This design comes from an exercise in tuning for small area on the open sky130 flow, not from production work. In this exercise RTL edits were held to simulation tests only and were not proved equivalent to the original. Power and IR drop assume default switching activity.

==> design/flow/design.v <==
module hft_accelerator #(
    parameter CLK_FREQ = 5_000_000,
    parameter BAUD_RATE = 115200
)(
    input  logic clk,
    input  logic rst,
    input  logic uart_rx,
    output logic uart_tx
);
    localparam int CPB = CLK_FREQ / BAUD_RATE;    
    localparam logic [31:0] K_BUY  = 32'd12288000;
    localparam logic [31:0] K_SELL = 32'd28676096;
    logic [31:0] pr [14];           
    logic [13:0] tl;                
    logic [31:0] acc;               
    logic [15:0] qr;                
    logic [4:0]  ph;                
    logic        run;               
    logic        rxact, txact;      
    logic [5:0]  timer;             
    logic [3:0]  bitc;              
    logic [1:0]  bcnt;              
    logic [3:0]  npr;               
    logic        rxs;               
    logic        tx, nb;            
    logic        c0, c1, pos, sub, alnz, adel, holding;
    wire ph0   = (ph == 5'd0);
    wire ph31  = (ph == 5'd31);
    wire ph_lo28 = ~&ph[4:2];                                
    wire t_end = (timer == 6'(CPB - 1));
    wire [5:0] pc = timer;
    wire g_rng  = run & (pc >= 6'd3) & (pc <= 6'd28);
    wire g_cmp  = g_rng &  pc[0];                            
    wire g_add  = g_rng & ~pc[0];                            
    wire l_pass = run & (pc == 6'd29);                       
    wire d_pass = run & (pc == 6'd30);                       
    wire div_p  = run & (pc >= 6'd31) & (pc <= 6'd46);       
    wire qwr_p  = run & (pc[5:4] == 2'b10);                  
    wire mul_p  = run & (pc >= 6'd47) & (pc <= 6'd56);       
    wire mfirst = (pc == 6'd47);
    wire mlast  = run & (pc == 6'd56);
    logic bconst;
    always_comb begin
        case (pc[3:0])
            4'd15, 4'd2, 4'd3, 4'd4, 4'd8: bconst = 1'b1;
            default:                       bconst = 1'b0;
        endcase
    end
    wire rx_shift = rxact & (bcnt == 2'd0) & (bitc == 4'd15) & ~timer[5];
    wire shift    = rx_shift | g_add | l_pass;
    wire rx_wr    = rxact & ~bitc[3] & ~timer[5] & (ph == {~bcnt, bitc[2:0]});
    wire a    = pr[12][31];
    wire b    = pr[13][31];
    wire at   = acc[31];
    wire a27  = acc[27] & ph_lo28;           
    wire m27  = pr[13][27] & ph_lo28;        
    wire xdel = adel & ~ph0;                 
    wire gl   = g_add | l_pass;
    wire en   = l_pass | pos;
    wire qwr  = qwr_p & (ph[3:0] == ~pc[3:0]);
    wire qin  = qwr ? sub : qr[15];
    wire qs   = alnz ? (~ph[4] & qin) : (ph == 5'd16);
    logic x1, y1;
    always_comb begin
        if (d_pass)                         x1 = a27;
        else if (div_p | (mul_p & ~mfirst)) x1 = xdel;
        else if (gl)                        x1 = at;
        else                                x1 = 1'b0;
        if (d_pass)      y1 = m27;
        else if (div_p)  y1 = b ^ sub;
        else if (mul_p)  y1 = bconst & qs;
        else             y1 = gl & en & a;
    end
    wire ci1 = ph0 ? (div_p & sub) : c0;
    wire s1  = x1 ^ y1 ^ ci1;
    wire co1 = (x1 & y1) | (x1 & ci1) | (y1 & ci1);
    wire y2  = gl & en & ~b;
    wire ci2 = ph0 ? (gl & en) : c1;
    wire s2  = s1 ^ y2 ^ ci2;
    wire co2 = (s1 & y2) | (s1 & ci2) | (y2 & ci2);
    wire bwi  = ~ph0 & c0;
    wire dd   = a ^ b ^ bwi;
    wire bwo  = (~a & b) | (~(a ^ b) & bwi);
    wire nzo  = (~ph0 & c1) | dd;
    wire kb   = K_BUY[ph];
    wire ks   = K_SELL[ph];
    wire b1i  = ~ph0 & c1;
    wire b1o  = (~s1 & kb) | (~(s1 ^ kb) & b1i);
    wire b2i  = ~ph0 & pos;
    wire b2o  = (~s1 & ks) | (~(s1 ^ ks) & b2i);
    logic [13:0] pin;                        
    always_comb begin
        pin[0] = rx_wr ? rxs : (shift ? pr[13][31] : pr[0][31]);
        for (int k = 1; k < 13; k++)
            pin[k] = shift ? tl[k-1] : tl[k];
        if (l_pass)      pin[13] = s2;
        else if (d_pass) pin[13] = s1;
        else             pin[13] = shift ? pr[12][31] : pr[13][31];
    end
    for (genvar k = 0; k < 14; k++) begin : g_ring
        assign tl[k] = pr[k][31];
        always_ff @(posedge clk)
            pr[k] <= {pr[k][30:0], pin[k]};
    end
    always_ff @(posedge clk) begin
        acc[31:1] <= acc[30:0];
        if (run & (pc == 6'd3))   acc[0] <= 1'b0;
        else if (g_add)           acc[0] <= s2;
        else if (d_pass)          acc[0] <= a27;
        else if (div_p | mul_p)   acc[0] <= s1;
        else                      acc[0] <= at;
        qr <= {qr[14:0], qin};
        adel <= at;
        rxs <= uart_rx;
    end
    always_ff @(posedge clk) begin
        if (g_cmp) begin
            c0 <= bwo;
            c1 <= nzo;
            if (ph31) pos <= ~dd & nzo;
        end else if (gl) begin
            c0 <= co1;
            c1 <= co2;
        end else if (d_pass | div_p | mul_p) begin
            c0 <= co1;
        end
        if (mlast) begin
            c1  <= ph31 ? (~holding & b1o) : b1o;     
            pos <= ph31 ? ( holding & ~b2o) : b2o;    
        end
        if (d_pass) begin
            sub  <= 1'b1;
            alnz <= (~ph0 & alnz) | m27;
        end else if (div_p & ph31) begin
            sub <= ~s1;
        end
        if (rst)                holding <= 1'b0;
        else if (mlast & ph31)  holding <= holding ? b2o : b1o;
    end
    always_ff @(posedge clk) begin
        if (rst) begin
            ph    <= 5'd0;
            run   <= 1'b0;
            rxact <= 1'b0;
            txact <= 1'b0;
            bcnt  <= 2'd0;
            npr   <= 4'd0;
            tx    <= 1'b1;
        end else begin
            ph <= ph + 5'd1;
            if (rxact | txact) begin
                if (t_end) begin
                    timer <= 6'd0;
                    bitc  <= bitc + 4'd1;
                end else begin
                    timer <= timer + 6'd1;
                end
            end
            if (~rxact & ~run & ~txact & ~rxs) begin
                rxact <= 1'b1;
                timer <= 6'd0;
                bitc  <= 4'd15;
            end
            if (rxact & t_end & (bitc == 4'd7)) begin
                rxact <= 1'b0;
                bcnt  <= bcnt + 2'd1;
                if (bcnt == 2'd3) begin
                    if (npr == 4'd14) begin
                        run   <= 1'b1;
                        timer <= 6'd2;
                    end else begin
                        npr <= npr + 4'd1;
                    end
                end
            end
            if (run & ph31) begin
                timer <= timer + 6'd1;
                if (pc == 6'd56) begin
                    run   <= 1'b0;
                    txact <= 1'b1;
                    timer <= 6'd0;
                    bitc  <= 4'd0;
                    tx    <= 1'b0;
                end
            end
            if (txact & ~bitc[3] & (ph == {bcnt, bitc[2:0]}))
                nb <= (bcnt == 2'd0) ? ((bitc[2:0] == 3'd0) ? c1 :
                                        (bitc[2:0] == 3'd1) ? pos : 1'b0)
                                     : acc[27];
            if (txact & t_end) begin
                if (bitc == 4'd9) begin
                    bitc <= 4'd0;
                    if (bcnt == 2'd2) begin
                        txact <= 1'b0;
                        bcnt  <= 2'd0;
                    end else begin
                        bcnt <= bcnt + 2'd1;
                        tx   <= 1'b0;
                    end
                end else begin
                    tx <= (bitc == 4'd8) ? 1'b1 : nb;
                end
            end
        end
    end
    assign uart_tx = tx;
endmodule
==> design/flow/flow/run.sh <==
#!/bin/bash
# The standard layout (standard.sh) with two changes:
#  * synthesis maps combinational logic with an area-oriented ABC script and
#    without half/full-adder cell extraction (registers are unchanged);
#  * the clock tree is built from clkbuf_8 leaf buffers in small clusters,
#    without dummy loads.
set -euo pipefail
W=$(pwd)
export FLOW_SYNTH_TCL=$W/synth_recipe.tcl
export AREA_ABC_SCRIPT=$W/flow/abc_area.script
export CTS_ARGS="-sink_clustering_enable -repair_clock_nets -dont_use_dummy_load -buf_list sky130_fd_sc_hd__clkbuf_8 -root_buf sky130_fd_sc_hd__clkbuf_16 -sink_clustering_size 16 -sink_clustering_max_diameter 45"
sed -e "s|SYNTH_SCRIPT=[^ ]*|SYNTH_SCRIPT=$W/flow/area_synth.tcl ADDER_MAP_FILE=|" standard.sh > area_standard.sh
grep -q "SYNTH_SCRIPT=$W/flow/area_synth.tcl" area_standard.sh
bash area_standard.sh > flow_make.log 2>&1
==> design/flow/flow/abc_area.script <==
strash
&get -n
&fraig -x
&put
dc2
strash
&get -n
&dch -f
&nf -R 1000
&put
==> design/flow/flow/area_synth.tcl <==
# The standard synthesis (synth_recipe.tcl), except that ABC maps the
# combinational logic with an area-oriented script (flow/abc_area.script) and
# without the speed script's timing constraints. Registers are not affected:
# the flip-flop mapping and naming happen before ABC runs.
proc abc {args} {
  set out {}
  set skip 0
  foreach a $args {
    if {$skip} { set skip 0; continue }
    if {$a eq "-script" || $a eq "-constr" || $a eq "-D"} { set skip 1; continue }
    lappend out $a
  }
  if {[lsearch $out "-dff"] >= 0} { yosys abc {*}$args; return }
  yosys abc -script $::env(AREA_ABC_SCRIPT) {*}$out
}
source $::env(FLOW_SYNTH_TCL)
==> design/flow/standard.sh <==
#!/bin/bash
# synth_recipe.tcl (not shown) runs the flow's synth.tcl, then flattens the netlist and writes it again
# the make line also repeats each setting of config.mk as NAME=value (left out here)
make -C /OpenROAD-flow-scripts/flow DESIGN_CONFIG=/design/flow/config.mk WORK_HOME=/design/flow/orfs CLKGATE_MAP_FILE= SYNTH_SCRIPT=/design/flow/synth_recipe.tcl "${@:-finish}"
==> design/flow/config.mk <==
export PLATFORM = sky130hd
export DESIGN_NAME = hft_accelerator
export DESIGN_NICKNAME = hft_accelerator
export VERILOG_FILES = /design/flow/design.v
export SDC_FILE = /design/flow/constraint.sdc
export NUM_CORES = 4
export LEC_CHECK = 0
export CAP_MARGIN = 20
export CORE_MARGIN = 2
export CORE_UTILIZATION = 72
export SLEW_MARGIN = 20
==> design/flow/constraint.sdc <==
create_clock -name core_clock -period 200.0 [get_ports {clk}]
set_input_delay 40.0000 -clock core_clock [delete_from_list [all_inputs] [get_ports {clk}]]
set_output_delay 40.0000 -clock core_clock [all_outputs]
set_load 0.01 [all_outputs]
==> results.toml, run 1 <==
[logic_synthesis]
syn_nets = 784
synth_mux_area_frac = 0.01269
synth_top_family_by_area = "simple AND/OR/NAND/NOR gates"
synth_fa_ha_area_frac = 0.0008189
synth_compound_area_frac = 0.03787
syn_area_per_cell_um2 = 15.65
synth_cell_type_count = 41
ys_seq_area_frac = 0.8803
ys_ff_latch = 530
ys_warn_count = 2
synth_cells = 781
synth_area_um2 = 12220
synth-simple-area-share = 0.05425
synth-xor-area-share = 0.01218

[drt]
avgViaCountPerCell = 5.387
drt_pre_antenna_iters = 5
drtIter0Drc = 420
ant_nets = 0
finalWirelength_mm = 20.03
drc = 0
post_drt_wl_per_cell_um = 19.18
vias = 5624

[critical_path]
cp_max_fo = 2
worst_path_max_delay_cell = "clkdlybuf4s50_1"
crit_end = "uart_tx"
worst-setup-path-type = "flop to output port"
endpoint_kind = "output port"
crit_family = "buffers and inverters"
max_stage_delay_ps = 540
rr_worst_depth = 14
crit_chain = "clkdlybuf4s50_1"
path_depth = 1
startpoint_type = "flop"
crit_start = "tx$_SDFF_PP1_"
r2r_end = "c1$_DFFE_PP_"
rrSetupSlack_ps = 195590
cp_num_buf_inv = 1
cp_data_arrival_time_ps = 1330
required_ps = 160000
rr_startpoint = "timer[3]$_DFFE_PN_"

[timing]
slew_viol_final = 0
timing.fmax_mhz = 24.20
period_needed_ps = 41330
slew_headroom = 0.4565
worst-slew-pin-transition_ps = 808.5
finalSetupViolCount = 0
period_share = 0.2066
hold_violations = 0
fin_skew_ps = 75.78
setup_tns_ps = 0
rsz0062_at_grt = "false"

[clock_tree]
post_cts_resized = 0
clock_latency_ps = 520
cts_tree = "done"
cts.sinks = 530
clockBufferDepth = 3
cts_setup_buffers = 0
numCtsBuffers = 40
clock-root-buffer = "clkbuf_16"
clk_pin_slew_ps = 90
htree_num_levels = 2
ctsHoldBuffers = 0

[global_route]
grt_pass1_wl_mm = 32.46
antenna_found_initial = 1
grt_use_total = 0.2371
grt_pass1_vias = 5939
overflow = 0
grt_max_degree = 18

[power]
leakage_nw = 5.116
peakVddDrop_mv = 0.008650
power.density_nw_per_um2 = 12.11
p_total_mw = 0.1593

[placement]
routabilityCongestion = 0.8449
dp_hpwl_mm = 10.92
io_buffers = 3

[floorplan]
core_area_um2 = 16580
die_y_um = 134.3
start_util = 0.7371
die_x_um = 134.3
dieArea_um2 = 18040
rows = 47
boundaryPins = 4

[cells_and_area]
final_layout_size_suffix_gt1_frac = 0.05097
final_nets = 829
multiInputGateArea_um2 = 1465
nFillCells = 776
areaGrowthSynthToFinish_pct = 7.667
n_antenna_cell = 0
regArea_um2 = 10760

[flow_run]
cap_violations = 0

[status]
outcome = "finished clean"

[worst_hold_path]
hold_start = "pr[0][7]$_DFF_P_"
min_path_type = "flop to flop"
## registers in the layout, summed over array words and instances, names as in the netlist
| signal | cells |
|---|---|
| nb | 1 |
| rxs | 1 |
| tx | 1 |
| holding | 1 |
| rxact | 1 |
| qr | 16 |
| pr | 448 |
| adel | 1 |
| pos | 1 |
| acc | 32 |
| run | 1 |
| c1 | 1 |
| npr | 4 |
| c0 | 1 |
| alnz | 1 |
| txact | 1 |
| bitc | 4 |
| sub | 1 |
| ph | 5 |
| bcnt | 2 |
| timer | 6 |
## layer usage
metal | global-route usage | vias to the layer above | part of all wire
met5 | 0 | - | 0
met4 | 0.1023 | 0 | 0.040
met3 | 0.04913 | 85 | 0.063
met2 | 0.3798 | 269 | 0.47
met1 | 0.3184 | 2627 | 0.43
li1 | - | 2643 | -
## final cells by class
cell class / instances / area share
timing repair buffer: 3 / 0.002282
inverter: 6 / 0.001711
sequential: 530 / 0.8176
clock buffer: 40 / 0.04611
tap: 220 / 0.02092
multi-input combinational: 245 / 0.1113
## cell usage in the layout, fill, tap and decap left out, types with 3 or more instances in the layout
cell type / n
edfxtp_1: 15
nand2_1: 34
mux2_1: 12
a21oi_1: 18
clkinv_1: 6
a31oi_1: 5
and3_1: 7
nor2_1: 33
clkbuf_8: 35
clkdlybuf4s50_1: 3
dfxtp_1: 515
xnor2_1: 12
nand3_1: 9
xor2_1: 5
o21ai_0: 29
and2_0: 7
nor2b_1: 7
clkbuf_16: 5
a211oi_1: 7
nor3_1: 18
or2_0: 3
nand4_1: 5
nand2b_1: 6
## report_power, final
| group | total [mW] | internal, mW | switching [mW] |
|---|---|---|---|
| combinational | 0.00179 | 0.000695 | 0.00110 |
| sequential | 0.107 | 0.106 | 0.000720 |
| clock | 0.0503 | 0.0203 | 0.0300 |
| total | 0.159 | 0.127 | 0.0318 |
## logic make-up after synthesis
logic type,Yosys count
flops,530
simple gates,137
compound gates,76
xor+xnor,17
mux,14
buf+inv,6
fa+ha+maj,1
## cell usage after synthesis, drive strengths merged
master / n / area (um^2)
a211oi: 7 / 52.55
nand4b: 1 / 8.760
edfxtp: 15 / 450.4
o21a: 1 / 7.510
mux2i: 2 / 20.02
nand2b: 6 / 37.54
o221ai: 1 / 8.760
clkinv: 6 / 22.52
o211a: 1 / 10.01
or2: 3 / 18.77
mux2: 12 / 135.1
maj3: 1 / 10.01
o211ai: 1 / 7.510
xnor2: 12 / 105.1
a21oi: 18 / 90.09
nor2b: 7 / 43.79
o21ai: 29 / 145.1
nor3: 18 / 90.09
a32oi: 1 / 8.760
nor4: 3 / 18.77
nand3b: 2 / 15.01
nand4: 5 / 31.28
a311oi: 1 / 8.760
nand3: 9 / 45.04
o31ai: 1 / 7.510
dfxtp: 515 / 10310
a21o: 1 / 7.510
nor3b: 2 / 15.01
a41oi: 1 / 8.760
and2: 7 / 43.79
o31a: 1 / 8.760
xor2: 5 / 43.79
o2111ai: 1 / 8.760
o21bai: 1 / 7.510
nand2: 34 / 127.6
a31oi: 5 / 31.28
nor2: 33 / 123.9
a221oi: 2 / 17.52
and3: 7 / 43.79
o311ai: 2 / 17.52
a22o: 1 / 8.760
## worst min-delay path by stage
stage	to	slack, ps	cells after the start
after detailed placement	pr[12][16]$_DFF_P_	310	0
after global placement	qr[2]$_DFF_P_	310	0
after floorplan	acc[10]$_DFF_P_	310	0
after global routing	pr[0][8]$_DFF_P_	280	0
after CTS	pr[0][8]$_DFF_P_	270	0
final	pr[0][8]$_DFF_P_	280	0
## stage by stage
step                cells  hold WS, ps  setup slack, ps  utilization  instance area, um^2
CTS                  1044        268.8           158650       0.7929                13150
detailed placement   1004        312.1           158280       0.7563                12540
global placement     1004        311.3           158280       0.7559                12540
finish               1044        276.8           158670       0.7936                13160
floorplan             781        309.6           159370            -                12220
global route         1044        277.9           158590       0.7936                13160
==> inputs of run 2 (changes only) <==
--- a/design/flow/flow/run.sh
+++ b/design/flow/flow/run.sh
@@ -8,7 +8,7 @@
 W=$(pwd)
 export FLOW_SYNTH_TCL=$W/synth_recipe.tcl
 export AREA_ABC_SCRIPT=$W/flow/abc_area.script
-export CTS_ARGS="-sink_clustering_enable -repair_clock_nets -dont_use_dummy_load -buf_list sky130_fd_sc_hd__clkbuf_8 -root_buf sky130_fd_sc_hd__clkbuf_16 -sink_clustering_size 16 -sink_clustering_max_diameter 45"
+export CTS_ARGS="-sink_clustering_enable -repair_clock_nets -dont_use_dummy_load -buf_list sky130_fd_sc_hd__clkbuf_8 -root_buf sky130_fd_sc_hd__clkbuf_16 -sink_clustering_size 18 -sink_clustering_max_diameter 40"
 sed -e "s|SYNTH_SCRIPT=[^ ]*|SYNTH_SCRIPT=$W/flow/area_synth.tcl ADDER_MAP_FILE=|" standard.sh > area_standard.sh
 grep -q "SYNTH_SCRIPT=$W/flow/area_synth.tcl" area_standard.sh
 bash area_standard.sh > flow_make.log 2>&1
--- a/design/flow/config.mk
+++ b/design/flow/config.mk
@@ -7,5 +7,5 @@
 export LEC_CHECK = 0
 export CAP_MARGIN = 20
 export CORE_MARGIN = 2
-export CORE_UTILIZATION = 72
+export CORE_UTILIZATION = 78
 export SLEW_MARGIN = 20
==> results.toml, run 2 <==
[logic_synthesis]
ys_seq_area_frac = 0.8803
synth.most_common_cell = "dfxtp_1"
synthTopCellsByCount = "dfxtp_1 (515), nand2_1 (34), nor2_1 (33)"
syn_area_per_cell_um2 = 15.65
synth_top_area_frac = 0.8435
synth_area_um2 = 12220
synth_cells = 781
syn_nets = 784
ys.flop_type = "dfxtp_1"
synth_cell_type_count = 41
ys_ff_latch = 530
synth_area_leaders = "dfxtp_1 (84%), edfxtp_1 (3.7%), o21ai_0 (1.2%), mux2_1 (1.1%), nand2_1 (1.0%)"
async_flop_share = 0
ys_warn_count = 2
synth_edf_count = 15
synth_area_leader_cell = "dfxtp_1"

[timing]
holdWs_ps = 296.5
period_share = 0.2068
fin_skew_ps = 38.14
slew_headroom = 0.4186
rsz0062_at_grt = "false"
worst-slew-pin-transition_ps = 866.9
period_needed_ps = 41360
hold_violations = 0
slew_viol_final = 0
timing.fmax_mhz = 24.18
finalSetupViolCount = 0
fin_ws_ps = 158640
setup_tns_ps = 0

[cells_and_area]
final_util = 0.8605
layout_commonest_cell = "dfxtp_1"
final_cell_mix = "dfxtp_1 (515), nand2_1 (34), nor2_1 (33), clkbuf_8 (33), o21ai_0 (29)"
stdcell_count = 1037
top_register = "pr"
largest_register_ffs = 448
areaGrowthSynthToFinish_pct = 7.421
final_nets = 828
reg_top3 = "pr: 448 flops, acc: 32 flops, qr: 16 flops"
design_area_um2 = 13130
final_layout_size_suffix_gt1_frac = 0.04860

[global_route]
grt_pass1_wl_mm = 38.62
grt_max_degree = 19
grt_use_total = 0.3229
antenna_found_initial = 5
grt_pass1_vias = 6333
overflow = 0

[critical_path]
crit_chain = "clkdlybuf4s50_1"
rr_startpoint = "timer[1]$_DFFE_PN_"
rrSetupSlack_ps = 194870
cp_max_fo = 2
r2r_end = "acc[0]$_SDFF_PP0_"
required_ps = 160000
crit_end = "uart_tx"
worst_path_max_delay_cell = "clkdlybuf4s50_1"
crit_start = "tx$_SDFF_PP1_"
cp_data_arrival_time_ps = 1360
cp_num_buf_inv = 1
worst-setup-path-type = "flop to output port"
rr_worst_depth = 14
startpoint_type = "flop"
endpoint_kind = "output port"
crit_family = "buffers and inverters"
max_stage_delay_ps = 530
path_depth = 1

[worst_hold_path]
min_path_type = "flop to flop"
hold_start = "pr[13][23]$_DFF_P_"

[flow_run]
cap_violations = 0

[clock_tree]
clk_pin_slew_ps = 110
htree_num_levels = 2
cts_setup_buffers = 0
cts_tree = "done"
clockBufferDepth = 3
post_cts_resized = 0
cts.sinks = 530
clock_latency_ps = 510
clock-root-buffer = "clkbuf_16"
numCtsBuffers = 38
ctsHoldBuffers = 0

[drt]
drc = 0
finalWirelength_mm = 24.92
vias = 6043
drtIter0Drc = 773
drt_pre_antenna_iters = 6
ant_nets = 0
avgViaCountPerCell = 5.827
post_drt_wl_per_cell_um = 24.03

[power]
peakVddDrop_mv = 0.008777
pwr-share-clk = 0.312
swShare = 0.2039
power.density_nw_per_um2 = 12.12
pwr-share-comb = 0.013
p_total_mw = 0.1592
internal_power_mw = 0.1267
seq_power_share = 0.675
leakage_nw = 5.106
p_switching_mw = 0.03245

[floorplan]
core_area_um2 = 15260
die_y_um = 129.2
start_util = 0.8011
rows = 45
dieArea_um2 = 16690
boundaryPins = 4
die_x_um = 129.2

[placement]
dp_hpwl_mm = 12.76
dp_cells = 996
routabilityCongestion = 0.8685
place_area_um2 = 12530
pre_cts_ws_ps = 158310
io_buffers = 3

[status]
outcome = "finished clean"
[run 2: cell counts after synthesis]
Identical to the previous run, type by type.
[run 2: cell type report]
type,instances,area (um^2)
Sequential cell,530,10760
Antenna cell,3,7.507
Timing Repair Buffer,4,37.54
Multi-Input combinational cell,245,1459
Tap cell,211,264.0
Clock buffer,38,579.3
Fill cell,520,2128
Inverter,6,22.52
[run 2: kinds of logic after synthesis]
logic type | after synthesis | synth area share
AO/OA/AOI/OAI | 76 | 0.03788
XOR/XNOR | 17 | 0.01218
adder cells (fa/ha/maj) | 1 | 0.0008189
buffers and inverters | 6 | 0.001842
flip-flops | 530 | 0.8803
multiplexers | 14 | 0.01269
AND/OR/NAND/NOR | 137 | 0.05425
[run 2: how the worst min path moves through the flow]
stage,slack (ps),to,cells after the start
global placement,310,pr[12][27]$_DFF_P_,0
CTS,300,pr[13][24]$_DFF_P_,0
finish,300,pr[13][24]$_DFF_P_,0
global route,300,pr[13][24]$_DFF_P_,0
detailed placement,310,acc[20]$_DFF_P_,0
floorplan,310,acc[10]$_DFF_P_,0
[run 2: power groups by stage]
stage                     sequential [mW]  combinational [mW]  clock (mW)
after floorplan                     0.109             0.00125           0
after global placement              0.110             0.00160           0
after detailed placement            0.110             0.00181           0
after CTS                           0.107             0.00196      0.0504
after global routing                0.107             0.00222      0.0537
final                               0.107             0.00210      0.0497
[run 2: layer usage]
layer | track usage | vias up | routed length (um)
li1 | - | 2637 | -
met1 | 0.3769 | 2840 | 8817
met2 | 0.5248 | 402 | 12020
met3 | 0.1036 | 164 | 2169
met4 | 0.1963 | 0 | 1913
met5 | 0 | - | 0
==> inputs of run 3 (changes only) <==
--- a/design/flow/flow/run.sh
+++ b/design/flow/flow/run.sh
@@ -8,7 +8,7 @@
 W=$(pwd)
 export FLOW_SYNTH_TCL=$W/synth_recipe.tcl
 export AREA_ABC_SCRIPT=$W/flow/abc_area.script
-export CTS_ARGS="-sink_clustering_enable -repair_clock_nets -dont_use_dummy_load -buf_list sky130_fd_sc_hd__clkbuf_8 -root_buf sky130_fd_sc_hd__clkbuf_16 -sink_clustering_size 18 -sink_clustering_max_diameter 40"
+export CTS_ARGS="-sink_clustering_enable -repair_clock_nets -dont_use_dummy_load -buf_list sky130_fd_sc_hd__clkbuf_4 -root_buf sky130_fd_sc_hd__clkbuf_16 -sink_clustering_size 11 -sink_clustering_max_diameter 35"
 sed -e "s|SYNTH_SCRIPT=[^ ]*|SYNTH_SCRIPT=$W/flow/area_synth.tcl ADDER_MAP_FILE=|" standard.sh > area_standard.sh
 grep -q "SYNTH_SCRIPT=$W/flow/area_synth.tcl" area_standard.sh
 bash area_standard.sh > flow_make.log 2>&1
--- a/design/flow/config.mk
+++ b/design/flow/config.mk
@@ -7,5 +7,5 @@
 export LEC_CHECK = 0
 export CAP_MARGIN = 20
 export CORE_MARGIN = 2
-export CORE_UTILIZATION = 78
+export CORE_UTILIZATION = 72
 export SLEW_MARGIN = 20
==> results.toml, run 3 <==
[logic_synthesis]
synth_cell_type_count = 41
synth_top_family_by_area = "simple AND/OR/NAND/NOR gates"
syn_area_per_cell_um2 = 15.65
synth_area_um2 = 12220
synth_area_leader_cell = "dfxtp_1"
syn_nets = 784
async_flop_share = 0
synthTopCellsByCount = "dfxtp_1 (515), nand2_1 (34), nor2_1 (33)"
ys_ff_latch = 530
synth_edf_count = 15
synth-xor-area-share = 0.01218
synth_fa_ha_area_frac = 0.0008189
synth_mux_area_frac = 0.01269
synth_area_leaders = "dfxtp_1 (84%), edfxtp_1 (3.7%), o21ai_0 (1.2%), mux2_1 (1.1%), nand2_1 (1.0%)"
synth_cells = 781
synth-simple-area-share = 0.05425
ys.flop_type = "dfxtp_1"
ys_warn_count = 2
synth_compound_area_frac = 0.03787
synth_top_area_frac = 0.8435
ys_seq_area_frac = 0.8803
synth.most_common_cell = "dfxtp_1"

[cells_and_area]
largest_register_ffs = 448
top_register = "pr"
final_layout_size_suffix_gt1_frac = 0.07015
n_antenna_cell = 0
final_cell_mix = "dfxtp_1 (515), clkbuf_4 (52), nand2_1 (34), nor2_1 (33), o21ai_0 (29)"
reg_top3 = "pr: 448 flops, acc: 32 flops, qr: 16 flops"
layout_commonest_cell = "dfxtp_1"
final_util = 0.7881
final_nets = 846
design_area_um2 = 13070
areaGrowthSynthToFinish_pct = 6.920

[critical_path]
max_stage_delay_ps = 540
crit_family = "buffers and inverters"
endpoint_kind = "output port"
worst-setup-path-type = "flop to output port"
startpoint_type = "flop"
cp_data_arrival_time_ps = 1330
worst_path_max_delay_cell = "clkdlybuf4s50_1"
cp_max_fo = 2
required_ps = 160000
cp_num_buf_inv = 1
crit_chain = "clkdlybuf4s50_1"

[floorplan]
boundaryPins = 4
die_y_um = 134.3
die_x_um = 134.3
core_area_um2 = 16580
rows = 47
dieArea_um2 = 18040
start_util = 0.7371

[global_route]
grt_max_degree = 18
grt_pass1_wl_mm = 31.32
grt_use_total = 0.2274
overflow = 0
grt_pass1_vias = 5937
antenna_found_initial = 1

[power]
peakVddDrop_mv = 0.009136
leakage_nw = 5.104
power.density_nw_per_um2 = 11.89

[timing]
hold_violations = 0
rsz0062_at_grt = "false"
fin_skew_ps = 73.02
slew_headroom = 0.4437
period_share = 0.2066
timing.fmax_mhz = 24.20
slew_viol_final = 0
period_needed_ps = 41330
finalSetupViolCount = 0
worst-slew-pin-transition_ps = 828.4
holdWs_ps = 281.2
setup_tns_ps = 0

[clock_tree]
numCtsBuffers = 57
htree_num_levels = 2
ctsHoldBuffers = 0
cts.sinks = 530
clock_latency_ps = 520
clockBufferDepth = 3
clk_pin_slew_ps = 100
cts_setup_buffers = 0
clock-root-buffer = "clkbuf_16"
post_cts_resized = 0
cts_tree = "done"

[placement]
routabilityCongestion = 0.8449
place_area_um2 = 12540
io_buffers = 3
dp_hpwl_mm = 10.92

[drt]
drc = 0
ant_nets = 0
vias = 5621
post_drt_wl_per_cell_um = 18.21
drt_pre_antenna_iters = 6
avgViaCountPerCell = 5.298
drtIter0Drc = 270
finalWirelength_mm = 19.33

[status]
outcome = "finished clean"

[worst_hold_path]
min_path_type = "flop to flop"

[flow_run]
cap_violations = 0
run 3: per-stage QoR:
stage / power (mW) / setup slack [ps] / cells
6_report: 0.1553 / 158670 / 1061
2_1_floorplan: 0.1106 / 159370 / 781
5_1_grt: 0.1599 / 158580 / 1061
4_1_cts: 0.1563 / 158650 / 1061
3_5_place_dp: 0.1113 / 158280 / 1004
3_3_place_gp: 0.1111 / 158280 / 1004
run 3: worst register-to-register path, delay by kind of cell, from the launching register on:
| family | cells | cell delay, ps |
|---|---|---|
| compound gates | 4 | 1020 |
| xor+xnor | 3 | 1190 |
| flops | 1 | 560 |
| mux | 1 | 200 |
| simple gates | 6 | 1370 |
run 3: per-layer routing:
metal	up-vias	global-route usage	share of wire
met5	-	0	0
met4	0	0.1117	0.035
met3	72	0.04724	0.057
met2	229	0.3662	0.48
met1	2625	0.2974	0.43
li1	2695	-	-
run 3: kinds of logic (layout without fill, tap and decap cells):
family / count (synthesis) / after routing
flops: 530 / 530
fa+ha+maj: 1 / 1
buf+inv: 6 / 66
compound gates: 76 / 76
xor+xnor: 17 / 17
simple gates: 137 / 137
mux: 14 / 14
run 3: layout make-up:
cell class | count | area (um^2)
Inverter | 6 | 22.52
Sequential cell | 530 | 10760
Clock buffer | 57 | 515.5
Fill cell | 824 | 3515
Timing Repair Buffer | 3 | 30.03
Tap cell | 220 | 275.3
Multi-Input combinational cell | 245 | 1465
run 3: path summary, 6_finish.rpt:
check                          start                end  slack, ps  cells after the start
setup / recovery       tx$_SDFF_PP1_            uart_tx     158670                      1
hold / removal     pr[6][16]$_DFF_P_  pr[6][17]$_DFF_P_        280                      0
setup reg to reg  timer[2]$_DFFE_PN_  pr[13][0]$_DFF_P_     195520                     14
hold reg to reg    pr[6][16]$_DFF_P_  pr[6][17]$_DFF_P_        280                      0
run 3: power by group:
part,internal [mW],total [mW],switching (mW)
sequential,0.107,0.107,0.000722
clock,0.0166,0.0463,0.0296
combinational,0.000695,0.00183,0.00113
==> inputs of run 4 (changes only) <==
--- a/design/flow/flow/run.sh
+++ b/design/flow/flow/run.sh
@@ -8,7 +8,7 @@
 W=$(pwd)
 export FLOW_SYNTH_TCL=$W/synth_recipe.tcl
 export AREA_ABC_SCRIPT=$W/flow/abc_area.script
-export CTS_ARGS="-sink_clustering_enable -repair_clock_nets -dont_use_dummy_load -buf_list sky130_fd_sc_hd__clkbuf_4 -root_buf sky130_fd_sc_hd__clkbuf_16 -sink_clustering_size 11 -sink_clustering_max_diameter 35"
+export CTS_ARGS="-sink_clustering_enable -repair_clock_nets -dont_use_dummy_load -buf_list sky130_fd_sc_hd__clkbuf_4 -root_buf sky130_fd_sc_hd__clkbuf_8 -sink_clustering_size 11 -sink_clustering_max_diameter 35"
 sed -e "s|SYNTH_SCRIPT=[^ ]*|SYNTH_SCRIPT=$W/flow/area_synth.tcl ADDER_MAP_FILE=|" standard.sh > area_standard.sh
 grep -q "SYNTH_SCRIPT=$W/flow/area_synth.tcl" area_standard.sh
 bash area_standard.sh > flow_make.log 2>&1
==> results.toml, run 4 <==
[status]
outcome = "finished clean"

[logic_synthesis]
syn_nets = 784
syn_area_per_cell_um2 = 15.65
synth.most_common_cell = "dfxtp_1"
synth_cells = 781
ys_seq_area_frac = 0.8803
synth_edf_count = 15
synth_area_um2 = 12220
async_flop_share = 0
synth_area_leaders = "dfxtp_1 (84%), edfxtp_1 (3.7%), o21ai_0 (1.2%), mux2_1 (1.1%), nand2_1 (1.0%)"
synth_top_area_frac = 0.8435
synth_cell_type_count = 41
ys.flop_type = "dfxtp_1"
synth_area_leader_cell = "dfxtp_1"
ys_warn_count = 2
ys_ff_latch = 530
synthTopCellsByCount = "dfxtp_1 (515), nand2_1 (34), nor2_1 (33)"

[critical_path]
cp_num_buf_inv = 1
startpoint_type = "flop"
required_ps = 160000
worst_path_max_delay_cell = "clkdlybuf4s50_1"
cp_max_fo = 2
rr_worst_depth = 15
cp_data_arrival_time_ps = 1390
crit_chain = "clkdlybuf4s50_1"
max_stage_delay_ps = 540
crit_family = "buffers and inverters"
path_depth = 1
endpoint_kind = "output port"
worst-setup-path-type = "flop to output port"

[floorplan]
rows = 47
start_util = 0.7371
core_area_um2 = 16580
die_x_um = 134.3
die_y_um = 134.3
dieArea_um2 = 18040
boundaryPins = 4

[worst_hold_path]
min_path_type = "flop to flop"
holdPathStages = 0

[cells_and_area]
n_antenna_cell = 0
largest_register_ffs = 448
areaGrowthSynthToFinish_pct = 6.459
final_cell_mix = "dfxtp_1 (515), clkbuf_4 (52), nand2_1 (34), nor2_1 (33), o21ai_0 (29)"
final_nets = 846
final_layout_size_suffix_gt1_frac = 0.07015
reg_top3 = "pr: 448 flops, acc: 32 flops, qr: 16 flops"
layout_commonest_cell = "dfxtp_1"
top_register = "pr"
nFillCells = 834

[timing]
worst-slew-pin-transition_ps = 805.9
period_needed_ps = 41390
fin_skew_ps = 71.47
timing.fmax_mhz = 24.16
slew_headroom = 0.4583
hold_violations = 0
slew_viol_final = 0
finalSetupViolCount = 0
rsz0062_at_grt = "false"
period_share = 0.2069
setup_tns_ps = 0
holdWs_ps = 282.0

[placement]
dp_hpwl_mm = 10.92
io_buffers = 3
routabilityCongestion = 0.8449

[clock_tree]
numCtsBuffers = 57
clockBufferDepth = 3
ctsHoldBuffers = 0
clock_latency_ps = 570
post_cts_resized = 0
clk_pin_slew_ps = 100
htree_num_levels = 2
clock-root-buffer = "clkbuf_8"
cts.sinks = 530
cts_tree = "done"
cts_setup_buffers = 0

[global_route]
antenna_found_initial = 0
grt_use_total = 0.2123
grt_max_degree = 18
grt_pass1_vias = 5771
overflow = 0
grt_pass1_wl_mm = 29.71

[drt]
post_drt_wl_per_cell_um = 17.09
ant_nets = 0
drtIter0Drc = 264
drt_pre_antenna_iters = 5
finalWirelength_mm = 18.14
vias = 5511
drc = 0
avgViaCountPerCell = 5.194

[power]
power.density_nw_per_um2 = 11.68
peakVddDrop_mv = 0.009153
leakage_nw = 5.078

[flow_run]
cap_violations = 0
==> run 4: cell counts after synthesis <==
Identical to the previous run, type by type.
==> run 4: per-stage QoR <==
stage          instance area [um^2]  instances  worst slack [ps]  power, mW  utilization
6_report                      13010       1061            158610     0.1520       0.7847
3_5_place_dp                  12540       1004            158280     0.1113       0.7563
2_1_floorplan                 12220        781            159370     0.1106            -
3_3_place_gp                  12540       1004            158280     0.1111       0.7559
4_1_cts                       13000       1061            158590     0.1530       0.7840
5_1_grt                       13010       1061            158570     0.1570       0.7847
==> run 4: layer usage <==
layer / track usage / vias up / part of all wire
met2: 0.3226 / 206 / 0.46
met1: 0.2889 / 2550 / 0.45
met5: 0 / - / 0
met4: 0.1070 / 0 / 0.031
li1: - / 2691 / -
met3: 0.05178 / 64 / 0.055
==> run 4: kinds of logic (layout without fill, tap and decap cells) <==
family | after synthesis | count (layout) | share of synthesized area
simple gates | 137 | 137 | 0.05425
flops | 530 | 530 | 0.8803
fa+ha+maj | 1 | 1 | 0.0008189
xor+xnor | 17 | 17 | 0.01218
compound gates | 76 | 76 | 0.03788
buf+inv | 6 | 66 | 0.001842
mux | 14 | 14 | 0.01269
==> run 4: layout make-up <==
class,count,area [um^2],share of cell area
clock buffer,57,459.2,0.03529
inverter,6,22.52,0.001731
multi-input combinational,245,1465,0.1126
sequential,530,10760,0.8269
tap,220,275.3,0.02115
timing repair buffer,3,30.03,0.002308
==> run 4: report_power, final <==
part / switching [mW] / internal, mW
sequential: 0.000711 / 0.107
clock: 0.0286 / 0.0144
combinational: 0.00108 / 0.000695
==> run 4: worst paths after layout <==
kind	startpoint	end	slack [ps]
min	pr[6][16]$_DFF_P_	pr[6][17]$_DFF_P_	280
max	tx$_SDFF_PP1_	uart_tx	158610
max reg2reg	timer[2]$_DFFE_PN_	c1$_DFFE_PP_	195750
min reg2reg	pr[6][16]$_DFF_P_	pr[6][17]$_DFF_P_	280
==> inputs of run 5 (changes only) <==
==> design/flow/flow/abc_area.script (replaced) <==
strash
&get -n
&fraig -x
&deepsyn -T 60
&put
strash
&get -n
&dch -f
&nf -R 1000
&put
strash
&get -n
&dch -f
&nf -R 1000
&put
==> results.toml, run 5 <==
[power]
peakVddDrop_mv = 0.009144
p_total_mw = 0.1518
power.density_nw_per_um2 = 11.75
leakage_nw = 5.079

[cells_and_area]
final_cell_mix = "dfxtp_1 (515), clkbuf_4 (51), nor2_1 (33), nand2_1 (30), a21oi_1 (24)"
top_register = "pr"
n_antenna_cell = 0
largest_register_ffs = 448
areaGrowthSynthToFinish_pct = 6.223
layout_commonest_cell = "dfxtp_1"
final_layout_size_suffix_gt1_frac = 0.06731
final_nets = 837
stdcell_count = 1052
reg_top3 = "pr: 448 flops, acc: 32 flops, qr: 16 flops"
final_util = 0.7819

[drt]
met3_length_um = 905
vias = 5431
drt_pre_antenna_iters = 6
dr.max_layer_used = "met4"
ant_nets = 0
met1Wirelength_mm = 8.216
met2_length_mm = 8.308
avgViaCountPerCell = 5.163
post_drt_wl_per_cell_um = 16.99
drtIter0Drc = 309
drc = 0
finalWirelength_mm = 17.88

[logic_synthesis]
synth_top_area_frac = 0.8476
ys_warn_count = 2
synth_cell_type_count = 42
synth_area_um2 = 12160
ys_seq_area_frac = 0.8846
synth-xor-area-share = 0.01008
synth_mux_area_frac = 0.01275
syn_area_per_cell_um2 = 15.74
ys.flop_type = "dfxtp_1"
ys_ff_latch = 530
synth_area_leaders = "dfxtp_1 (85%), edfxtp_1 (3.7%), mux2_1 (1.1%), nor2_1 (1.0%), a21oi_1 (0.99%)"
synth_area_leader_cell = "dfxtp_1"
synth.most_common_cell = "dfxtp_1"
synth_cells = 773
synth_compound_area_frac = 0.03621
synth_edf_count = 15
synthTopCellsByCount = "dfxtp_1 (515), nor2_1 (33), nand2_1 (30)"
synth_top_family_by_area = "simple AND/OR/NAND/NOR gates"
synth-simple-area-share = 0.05184
syn_nets = 776
synth_fa_ha_area_frac = 0.0008229
async_flop_share = 0

[critical_path]
rrSetupSlack_ps = 196150
r2r_end = "c1$_DFFE_PP_"
crit_family = "buffers and inverters"
cp_num_buf_inv = 1
max_stage_delay_ps = 530
rr_startpoint = "ph[0]$_SDFF_PP0_"
required_ps = 160000
startpoint_type = "flop"
worst_path_max_delay_cell = "clkdlybuf4s50_1"
cp_data_arrival_time_ps = 1450
cp_max_fo = 2
endpoint_kind = "output port"
worst-setup-path-type = "flop to output port"
rr_worst_depth = 12
crit_chain = "clkdlybuf4s50_1"

[timing]
worst-slew-pin-transition_ps = 903.0
period_share = 0.2072
holdWs_ps = 317.1
slew_headroom = 0.3925
timing.fmax_mhz = 24.13
rsz0062_at_grt = "false"
setup_tns_ps = 0
finalSetupViolCount = 0
fin_skew_ps = 46.81
hold_violations = 0
slew_viol_final = 0
period_needed_ps = 41450

[floorplan]
dieArea_um2 = 17950
die_x_um = 134.0
die_y_um = 134.0
rows = 47
core_area_um2 = 16520
start_util = 0.7361
boundaryPins = 4

[global_route]
antenna_found_initial = 0
grt_use_total = 0.2135
grt_max_degree = 16
grt_pass1_wl_mm = 29.35
grt_pass1_vias = 5629
overflow = 0

[clock_tree]
cts_tree = "done"
htree_num_levels = 2
clockBufferDepth = 3
cts.sinks = 530
clk_pin_slew_ps = 110
cts_setup_buffers = 0
clock_latency_ps = 570
ctsHoldBuffers = 0
numCtsBuffers = 56
post_cts_resized = 0
clock-root-buffer = "clkbuf_8"

[flow_run]
cap_violations = 0

[worst_hold_path]
holdPathStages = 0
min_path_type = "flop to flop"
hold_start = "acc[6]$_DFF_P_"
min_to = "acc[7]$_DFF_P_"

[placement]
io_buffers = 3
dp_cells = 996
dp_hpwl_mm = 11.00
routabilityCongestion = 0.8326

[status]
outcome = "finished clean"
## run 5: cell count changes after synthesis, moves of 3 or more
| cell | change |
|---|---|
| a31oi_1 | -4 |
| and2_0 | -4 |
| clkinv_1 | +6 |
| nor4_1 | +3 |
| xnor2_1 | -4 |
| nor2b_1 | -3 |
| nand2_1 | -4 |
| o21ai_0 | -8 |
| or3_1 | +4 |
| a21oi_1 | +6 |
## run 5: where the power goes
part           switching (mW)  internal [mW]  leakage [nW]
sequential           0.000690          0.107          4.29
clock                  0.0285         0.0142         0.271
combinational         0.00103       0.000657         0.515
## run 5: worst max path at each step
stage                             start                 end  slack (ps)  cells past startpoint
after CTS                 tx$_SDFF_PP1_             uart_tx      158520                      1
after detailed placement            rst  bcnt[0]$_SDFF_PP0_      158170                      3
after global placement              rst  bcnt[0]$_SDFF_PP0_      158180                      3
after floorplan                     rst  bcnt[0]$_SDFF_PP0_      159410                      2
after global routing      tx$_SDFF_PP1_             uart_tx      158490                      1
final                     tx$_SDFF_PP1_             uart_tx      158550                      1
## run 5: logic make-up (layout without fill, tap and decap cells)
family	count (synthesis)	after routing
xor+xnor	14	14
flops	530	530
compound gates	72	72
simple gates	130	130
mux	14	14
fa+ha+maj	1	1
buf+inv	12	71
## run 5: final cells by class
type,count,area (um^2)
clock buffer,56,451.7
fill,856,3603
inverter,12,45.04
multi-input combinational,231,1359
sequential,530,10760
tap,220,275.3
timing repair buffer,3,30.03
## run 5: metrics by stage
stage,setup WS (ps),area (um^2)
CTS,158520,12920
global placement,158180,12470
global route,158490,12920
floorplan,159410,12160
finish,158550,12920
detailed placement,158170,12470
## run 5: metal layers
metal  vias to the layer above  global-route usage
met5                         -                   0
met4                         0             0.08392
met3                        45             0.06198
met2                       163              0.3322
met1                      2567              0.2873
li1                       2656                   -
==> inputs of run 6 (changes only) <==
--- a/design/flow/config.mk
+++ b/design/flow/config.mk
@@ -7,5 +7,5 @@
 export LEC_CHECK = 0
 export CAP_MARGIN = 20
 export CORE_MARGIN = 2
-export CORE_UTILIZATION = 72
+export CORE_UTILIZATION = 78
 export SLEW_MARGIN = 20
==> results.toml, run 6 <==
[status]
outcome = "aborted with a tool error"
stop_stage = "detailed placement (3_5_place_dp)"
tool.error = "[ERROR DPL-0033] detailed placement checks failed during check placement."

[logic_synthesis]
syn_nets = 776
ys_ff_latch = 530
synth_area_leaders = "dfxtp_1 (85%), edfxtp_1 (3.7%), mux2_1 (1.1%), nor2_1 (1.0%), a21oi_1 (0.99%)"
synth_cells = 773
ys.flop_type = "dfxtp_1"
synth.most_common_cell = "dfxtp_1"
synth_top_family_by_area = "simple AND/OR/NAND/NOR gates"
syn_area_per_cell_um2 = 15.74
synth-simple-area-share = 0.05184
synthTopCellsByCount = "dfxtp_1 (515), nor2_1 (33), nand2_1 (30)"
synth_cell_type_count = 42
synth_mux_area_frac = 0.01275
ys_seq_area_frac = 0.8846
synth_top_area_frac = 0.8476
synth_compound_area_frac = 0.03621
ys_warn_count = 2
async_flop_share = 0
synth_fa_ha_area_frac = 0.0008229
synth-xor-area-share = 0.01008
synth_area_leader_cell = "dfxtp_1"
synth_area_um2 = 12160
synth_edf_count = 15

[placement]
io_buffers = 3
dp_hpwl_mm = 13.15
routabilityCongestion = 0.8740

[floorplan]
boundaryPins = 4
die_x_um = 128.9
rows = 45
start_util = 0.8002
die_y_um = 128.9
==> run 6: cell counts after synthesis <==
No cell type changed its count.
==> run 6: stage by stage <==
step / cell area [um^2] / total power [mW] / hold slack (ps)
2_1_floorplan: 12160 / 0.1108 / 309.6
3_3_place_gp: 12440 / 0.1114 / 311.9
==> run 6: cell families after synthesis <==
| logic type | after synthesis |
|---|---|
| DFF | 530 |
| and+or+nand+nor | 130 |
| AOI/OAI and AO/OA | 72 |
| xor gates and xnor gates | 14 |
| muxes | 14 |
| buffers and inverters | 12 |
| adders and majority gates | 1 |
==> run 6: worst max path at each step <==
stage                   startpoint            endpoint  slack [ps]  cells past startpoint
after floorplan                rst  bcnt[0]$_SDFF_PP0_      159410                      2
after global placement         rst  bcnt[0]$_SDFF_PP0_      158220                      3
==> run 6: power by group through the flow <==
stage	Combinational, mW	Clock, mW	Sequential [mW]
3_3_place_gp	0.00160	0	0.110
2_1_floorplan	0.00123	0	0.110
==> inputs of run 7 (changes only) <==
--- a/design/flow/flow/run.sh
+++ b/design/flow/flow/run.sh
@@ -8,7 +8,7 @@
 W=$(pwd)
 export FLOW_SYNTH_TCL=$W/synth_recipe.tcl
 export AREA_ABC_SCRIPT=$W/flow/abc_area.script
-export CTS_ARGS="-sink_clustering_enable -repair_clock_nets -dont_use_dummy_load -buf_list sky130_fd_sc_hd__clkbuf_4 -root_buf sky130_fd_sc_hd__clkbuf_8 -sink_clustering_size 11 -sink_clustering_max_diameter 35"
+export CTS_ARGS="-sink_clustering_enable -repair_clock_nets -dont_use_dummy_load -buf_list sky130_fd_sc_hd__clkbuf_2 -root_buf sky130_fd_sc_hd__clkbuf_8 -sink_clustering_size 6 -sink_clustering_max_diameter 25"
 sed -e "s|SYNTH_SCRIPT=[^ ]*|SYNTH_SCRIPT=$W/flow/area_synth.tcl ADDER_MAP_FILE=|" standard.sh > area_standard.sh
 grep -q "SYNTH_SCRIPT=$W/flow/area_synth.tcl" area_standard.sh
 bash area_standard.sh > flow_make.log 2>&1
--- a/design/flow/config.mk
+++ b/design/flow/config.mk
@@ -7,5 +7,5 @@
 export LEC_CHECK = 0
 export CAP_MARGIN = 20
 export CORE_MARGIN = 2
-export CORE_UTILIZATION = 78
+export CORE_UTILIZATION = 72
 export SLEW_MARGIN = 20
==> results.toml, run 7 <==
[cells_and_area]
n_antenna_cell = 0
multiInputGateArea_um2 = 1359
final_nets = 885
reg_top3 = "pr: 448 flops, acc: 32 flops, qr: 16 flops"
top_register = "pr"
layout_commonest_cell = "dfxtp_1"
largest_register_ffs = 448
nFillCells = 865
final_layout_size_suffix_gt1_frac = 0.1182
areaGrowthSynthToFinish_pct = 7.437
final_cell_mix = "dfxtp_1 (515), clkbuf_2 (95), nor2_1 (33), nand2_1 (30), a21oi_1 (24)"
regArea_um2 = 10760

[floorplan]
boundaryPins = 4
dieArea_um2 = 17950
rows = 47
die_y_um = 134.0
start_util = 0.7361
core_area_um2 = 16520
die_x_um = 134.0

[clock_tree]
cts_setup_buffers = 0
post_cts_resized = 0
clock-root-buffer = "clkbuf_8"
cts_tree = "done"
cts.sinks = 530
htree_num_levels = 3
clk_pin_slew_ps = 100
clockBufferDepth = 3
clock_latency_ps = 560
ctsHoldBuffers = 0
numCtsBuffers = 104

[logic_synthesis]
ys_warn_count = 2
synth_cell_type_count = 42
ys_ff_latch = 530
synth-simple-area-share = 0.05184
synth-xor-area-share = 0.01008
synth_edf_count = 15
synth_area_leader_cell = "dfxtp_1"
synth.most_common_cell = "dfxtp_1"
ys.flop_type = "dfxtp_1"
syn_nets = 776
synth_fa_ha_area_frac = 0.0008229
synth_cells = 773
synthTopCellsByCount = "dfxtp_1 (515), nor2_1 (33), nand2_1 (30)"
synth_top_family_by_area = "simple AND/OR/NAND/NOR gates"
async_flop_share = 0
syn_area_per_cell_um2 = 15.74
synth_compound_area_frac = 0.03621
synth_area_leaders = "dfxtp_1 (85%), edfxtp_1 (3.7%), mux2_1 (1.1%), nor2_1 (1.0%), a21oi_1 (0.99%)"
synth_mux_area_frac = 0.01275
ys_seq_area_frac = 0.8846
synth_top_area_frac = 0.8476
synth_area_um2 = 12160

[drt]
drt_pre_antenna_iters = 6
drc = 0
drtIter0Drc = 323
finalWirelength_mm = 18.30
post_drt_wl_per_cell_um = 16.64
vias = 5696
avgViaCountPerCell = 5.178
ant_nets = 0

[timing]
timing.fmax_mhz = 24.14
finalSetupViolCount = 0
hold_violations = 0
fin_skew_ps = 64.50
worst-slew-pin-transition_ps = 880.6
rsz0062_at_grt = "false"
slew_viol_final = 0
period_needed_ps = 41430
fin_ws_ps = 158570
period_share = 0.2072
setup_tns_ps = 0
slew_headroom = 0.4075

[global_route]
grt_pass1_vias = 6133
grt_pass1_wl_mm = 30.42
grt_max_degree = 16
grt_use_total = 0.2207
antenna_found_initial = 0
overflow = 0

[power]
peakVddDrop_mv = 0.008252
p_total_mw = 0.1572
pwr-share-clk = 0.306
leakage_nw = 5.267
pwr-share-comb = 0.011
swShare = 0.2106
internal_power_mw = 0.1241
p_switching_mw = 0.03311
power.density_nw_per_um2 = 12.03
seq_power_share = 0.683

[placement]
io_buffers = 3
routabilityCongestion = 0.8326
dp_hpwl_mm = 11.00
pre_cts_ws_ps = 158170

[critical_path]
worst_path_max_delay_cell = "clkdlybuf4s50_1"
endpoint_kind = "output port"
crit_family = "buffers and inverters"
worst-setup-path-type = "flop to output port"
max_stage_delay_ps = 540
cp_data_arrival_time_ps = 1430
startpoint_type = "flop"
cp_num_buf_inv = 1
crit_chain = "clkdlybuf4s50_1"
cp_max_fo = 2
required_ps = 160000

[worst_hold_path]
min_path_type = "flop to flop"

[flow_run]
cap_violations = 0

[status]
outcome = "finished clean"
-- run 7: final cells by class --
| cell class | instances | area share |
|---|---|---|
| Timing Repair Buffer | 3 | 0.002298 |
| Clock buffer | 104 | 0.04586 |
| Multi-Input combinational cell | 231 | 0.1040 |
| Tap cell | 220 | 0.02106 |
| Inverter | 12 | 0.003447 |
| Sequential cell | 530 | 0.8234 |
-- run 7: final timing paths --
kind / from / endpoint / slack [ps] / depth (start not counted)
worst min register to register: qr[3]$_DFF_P_ / qr[4]$_DFF_P_ / 280 / 0
worst max register to register: ph[0]$_SDFF_PP0_ / c1$_DFFE_PP_ / 196050 / 12
worst max-delay path: tx$_SDFF_PP1_ / uart_tx / 158570 / 1
worst min-delay path: qr[3]$_DFF_P_ / qr[4]$_DFF_P_ / 280 / 0
-- run 7: cells by family after synthesis --
group / Yosys count
buf+inv: 12
simple gates: 130
flops: 530
mux: 14
compound gates: 72
fa+ha+maj: 1
xor+xnor: 14
-- run 7: stage by stage --
| stage | util | hold slack (ps) | instance area [um^2] | instances |
|---|---|---|---|---|
| after floorplan | - | 309.6 | 12160 | 773 |
| after global placement | 0.7546 | 311.6 | 12470 | 996 |
| after detailed placement | 0.7546 | 312.1 | 12470 | 996 |
| after CTS | 0.7909 | 266.6 | 13070 | 1100 |
| after global routing | 0.7909 | 276.2 | 13070 | 1100 |
| final | 0.7909 | 283.9 | 13070 | 1100 |
-- run 7: layer usage --
| metal | routed length, um | global-route usage | part of all wire |
|---|---|---|---|
| met1 | 8125 | 0.2824 | 0.44 |
| met2 | 8658 | 0.3430 | 0.47 |
| met3 | 1039 | 0.07634 | 0.057 |
| met4 | 480 | 0.1011 | 0.026 |
| met5 | 0 | 0 | 0 |
-- run 7: power groups by stage --
stage / registers [mW] / logic, mW / clock network [mW]
floorplan: 0.110 / 0.00123 / 0
CTS: 0.107 / 0.00166 / 0.0499
global placement: 0.110 / 0.00158 / 0
finish: 0.107 / 0.00170 / 0.0481
global route: 0.108 / 0.00187 / 0.0547
detailed placement: 0.110 / 0.00165 / 0
==> inputs of run 8 (changes only) <==
--- a/design/flow/design.v
+++ b/design/flow/design.v
@@ -84,7 +84,7 @@
     wire nzo  = (~ph0 & c1) | dd;
     wire kb   = K_BUY[ph];
     wire ks   = K_SELL[ph];
-    wire b1i  = ~ph0 & c1;
+    wire b1i  = ~ph0 & sub;
     wire b1o  = (~s1 & kb) | (~(s1 ^ kb) & b1i);
     wire b2i  = ~ph0 & pos;
     wire b2o  = (~s1 & ks) | (~(s1 ^ ks) & b2i);
@@ -93,8 +93,7 @@
         pin[0] = rx_wr ? rxs : (shift ? pr[13][31] : pr[0][31]);
         for (int k = 1; k < 13; k++)
             pin[k] = shift ? tl[k-1] : tl[k];
-        if (l_pass)      pin[13] = s2;
-        else if (d_pass) pin[13] = s1;
+        if (l_pass | d_pass) pin[13] = s2;
         else             pin[13] = shift ? pr[12][31] : pr[13][31];
     end
     for (genvar k = 0; k < 14; k++) begin : g_ring
@@ -105,27 +104,19 @@
     always_ff @(posedge clk) begin
         acc[31:1] <= acc[30:0];
         if (run & (pc == 6'd3))   acc[0] <= 1'b0;
-        else if (g_add)           acc[0] <= s2;
         else if (d_pass)          acc[0] <= a27;
-        else if (div_p | mul_p)   acc[0] <= s1;
+        else if (g_add | div_p | mul_p) acc[0] <= s2;
         else                      acc[0] <= at;
         qr <= {qr[14:0], qin};
         adel <= at;
         rxs <= uart_rx;
     end
     always_ff @(posedge clk) begin
-        if (g_cmp) begin
-            c0 <= bwo;
-            c1 <= nzo;
-            if (ph31) pos <= ~dd & nzo;
-        end else if (gl) begin
-            c0 <= co1;
-            c1 <= co2;
-        end else if (d_pass | div_p | mul_p) begin
-            c0 <= co1;
-        end
+        c0 <= g_cmp ? bwo : co1;
+        c1 <= g_cmp ? nzo : co2;
+        if (g_cmp & ph31) pos <= ~dd & nzo;
         if (mlast) begin
-            c1  <= ph31 ? (~holding & b1o) : b1o;     
+            sub <= ph31 ? (~holding & b1o) : b1o;     
             pos <= ph31 ? ( holding & ~b2o) : b2o;    
         end
         if (d_pass) begin
@@ -184,7 +175,7 @@
                 end
             end
             if (txact & ~bitc[3] & (ph == {bcnt, bitc[2:0]}))
-                nb <= (bcnt == 2'd0) ? ((bitc[2:0] == 3'd0) ? c1 :
+                nb <= (bcnt == 2'd0) ? ((bitc[2:0] == 3'd0) ? sub :
                                         (bitc[2:0] == 3'd1) ? pos : 1'b0)
                                      : acc[27];
             if (txact & t_end) begin
--- a/design/flow/flow/run.sh
+++ b/design/flow/flow/run.sh
@@ -8,7 +8,7 @@
 W=$(pwd)
 export FLOW_SYNTH_TCL=$W/synth_recipe.tcl
 export AREA_ABC_SCRIPT=$W/flow/abc_area.script
-export CTS_ARGS="-sink_clustering_enable -repair_clock_nets -dont_use_dummy_load -buf_list sky130_fd_sc_hd__clkbuf_2 -root_buf sky130_fd_sc_hd__clkbuf_8 -sink_clustering_size 6 -sink_clustering_max_diameter 25"
+export CTS_ARGS="-sink_clustering_enable -repair_clock_nets -dont_use_dummy_load -buf_list sky130_fd_sc_hd__clkbuf_4 -root_buf sky130_fd_sc_hd__clkbuf_8 -sink_clustering_size 12 -sink_clustering_max_diameter 30"
 sed -e "s|SYNTH_SCRIPT=[^ ]*|SYNTH_SCRIPT=$W/flow/area_synth.tcl ADDER_MAP_FILE=|" standard.sh > area_standard.sh
 grep -q "SYNTH_SCRIPT=$W/flow/area_synth.tcl" area_standard.sh
 bash area_standard.sh > flow_make.log 2>&1
==> results.toml, run 8 <==
[floorplan]
die_x_um = 133.8
die_y_um = 133.8
dieArea_um2 = 17910
start_util = 0.7345
core_area_um2 = 16520
rows = 47
boundaryPins = 4

[logic_synthesis]
synth_area_leaders = "dfxtp_1 (85%), edfxtp_1 (3.2%), mux2_1 (1.2%), nor2_1 (1.1%), a21oi_1 (0.87%)"
synth.most_common_cell = "dfxtp_1"
synth_edf_count = 13
syn_nets = 769
synthTopCellsByCount = "dfxtp_1 (517), nor2_1 (36), nand2_1 (22)"
ys_seq_area_frac = 0.8849
ys.flop_type = "dfxtp_1"
syn_area_per_cell_um2 = 15.85
synth_area_um2 = 12140
ys_warn_count = 2
ys_ff_latch = 530
synth_top_area_frac = 0.8527
async_flop_share = 0
synth_cells = 766
synth_area_leader_cell = "dfxtp_1"
synth_cell_type_count = 41

[drt]
avgViaCountPerCell = 5.149
post_drt_wl_per_cell_um = 18.09
finalWirelength_mm = 18.90
drtIter0Drc = 276
drc = 0
ant_nets = 0
vias = 5381
drt_pre_antenna_iters = 5

[critical_path]
startpoint_type = "flop"
worst-setup-path-type = "flop to output port"
max_stage_delay_ps = 550
cp_num_buf_inv = 1
crit_family = "buffers and inverters"
cp_max_fo = 2
required_ps = 160000
worst_path_max_delay_cell = "clkdlybuf4s50_1"
endpoint_kind = "output port"
cp_data_arrival_time_ps = 1430
crit_chain = "clkdlybuf4s50_1"

[timing]
timing.fmax_mhz = 24.14
hold_violations = 0
fin_skew_ps = 85.69
period_share = 0.2071
fin_ws_ps = 158570
setup_tns_ps = 0
worst-slew-pin-transition_ps = 911.3
rsz0062_at_grt = "false"
slew_viol_final = 0
finalSetupViolCount = 0
slew_headroom = 0.3839
period_needed_ps = 41430

[power]
leakage_nw = 5.097
peakVddDrop_mv = 0.008834
power.density_nw_per_um2 = 11.76
p_total_mw = 0.1518

[clock_tree]
clock_latency_ps = 580
cts_tree = "done"
cts_setup_buffers = 0
numCtsBuffers = 55
clock-root-buffer = "clkbuf_8"
ctsHoldBuffers = 0
clockBufferDepth = 3
clk_pin_slew_ps = 110
cts.sinks = 530
post_cts_resized = 0
htree_num_levels = 2

[cells_and_area]
design_area_um2 = 12910
top_register = "pr"
final_cell_mix = "dfxtp_1 (517), clkbuf_4 (50), nor2_1 (36), nand2_1 (22), a21oi_1 (21)"
largest_register_ffs = 448
nFillCells = 834
final_util = 0.7813
final_layout_size_suffix_gt1_frac = 0.06909
layout_commonest_cell = "dfxtp_1"
areaGrowthSynthToFinish_pct = 6.360
reg_top3 = "pr: 448 flops, acc: 32 flops, qr: 16 flops"
n_antenna_cell = 0
final_nets = 830

[status]
outcome = "finished clean"

[placement]
routabilityCongestion = 0.8252
pre_cts_ws_ps = 158160
dp_hpwl_mm = 12.06
io_buffers = 3
place_area_um2 = 12460

[global_route]
grt_pass1_vias = 5756
antenna_found_initial = 0
grt_pass1_wl_mm = 30.44
grt_max_degree = 16
overflow = 0
grt_use_total = 0.2247

[flow_run]
cap_violations = 0

[worst_hold_path]
min_path_type = "flop to flop"
## run 8: changes by cell type after synthesis, sizes merged, moves of 3 or more
cell,before,now
nand2,30,22
nor2,33,36
clkinv,12,6
nor2b,4,7
a21oi,24,21
a31oi,1,5
and2,3,6
## run 8: final timing paths
check,slack [ps],end,startpoint,depth (start not counted)
setup / recovery,158570,uart_tx,tx$_SDFF_PP1_,1
hold / removal,270,pr[4][9]$_DFF_P_,pr[4][8]$_DFF_P_,0
hold reg to reg,270,pr[4][9]$_DFF_P_,pr[4][8]$_DFF_P_,0
setup reg to reg,195520,holding$_SDFFE_PP0P_,timer[4]$_DFFE_PN_,15
## run 8: final cells by class
type                            instances  area (um^2)  area share
Clock buffer                           55        444.2     0.03441
Tap cell                              220        275.3     0.02132
Inverter                                6        22.52    0.001745
Sequential cell                       530        10740      0.8319
Multi-Input combinational cell        230         1390      0.1077
Timing Repair Buffer                    4        37.54    0.002908
## run 8: cells by family (layout without fill, tap and decap cells)
kind of cell               count (synthesis)  count (layout)  share of synthesized area
DFF                                      530             530                     0.8849
and+or+nand+nor                          128             128                    0.05175
AOI/OAI and AO/OA                         72              72                    0.03690
muxes                                     15              15                    0.01371
xor gates and xnor gates                  14              14                    0.01010
buffers and inverters                      6              65                   0.001855
adders and majority gates                  1               1                  0.0008247
## run 8: metrics by stage
stage	hold WS, ps	instances
after floorplan	309.6	766
after global placement	310.4	990
after detailed placement	312.1	990
after CTS	272.9	1045
after global routing	273.3	1045
final	274.6	1045
## run 8: metal layers
metal  vias up  wire length, um  track usage
met5         -                0            0
met4         0              630      0.09929
met3        55             1069      0.05291
met2       167             8949       0.3570
met1      2514             8251       0.2995
li1       2645                -            -
## run 8: report_power, final
part	leakage, nW	total, mW	internal (mW)	switching [mW]
sequential	4.29	0.108	0.107	0.000877
combinational	0.537	0.00153	0.000623	0.000912
clock	0.266	0.0424	0.0139	0.0284

==> re-timing with driven ports <==
The results above use ideal ports. As a check the final layouts listed here were re-extracted and re-timed, cells and wires unchanged. Step 1 (the two cells are an assumption about what drives the block):
set clk [get_ports {clk}]
set_driving_cell -lib_cell sky130_fd_sc_hd__clkbuf_16 $clk
set_driving_cell -lib_cell sky130_fd_sc_hd__buf_2 [delete_from_list [all_inputs] $clk]
Step 2 moves the port delays by t, midway between the first and last clock arrival at a register: inputs arrive t later, outputs are due t later. That takes back most of the time a late clock gives input paths. Slacks: ideal / step 1 / step 2; pairs: ideal / step 1.
run | t (ns) | setup WS [ns] | worst setup path after step 2 | clock arrival spread, ns | slew at the worst register clock pin (ns)
run 1 | 0.534 | 158.671 / 158.627 / 158.188 | input to register | 0.090 / 0.090 | 0.11 / 0.11
run 2 | 0.537 | 158.641 / 158.598 / 158.242 | input to register | 0.038 / 0.038 | 0.11 / 0.11
run 3 | 0.529 | 158.672 / 158.627 / 158.201 | input to register | 0.082 / 0.083 | 0.12 / 0.12
run 4 | 0.571 | 158.613 / 158.575 / 158.208 | input to register | 0.078 / 0.079 | 0.11 / 0.11
run 5 | 0.589 | 158.554 / 158.514 / 158.140 | input to register | 0.047 / 0.047 | 0.11 / 0.11
run 7 | 0.581 | 158.570 / 158.529 / 158.123 | input to register | 0.081 / 0.080 | 0.11 / 0.11
run 8 | 0.579 | 158.574 / 158.534 / 158.095 | input to register | 0.088 / 0.088 | 0.12 / 0.12
After both steps setup and hold are still met in every run listed. For run 1, which loses most, drivers alone change the setup slack by -0.044 ns; drivers and shift together by -0.483 ns.
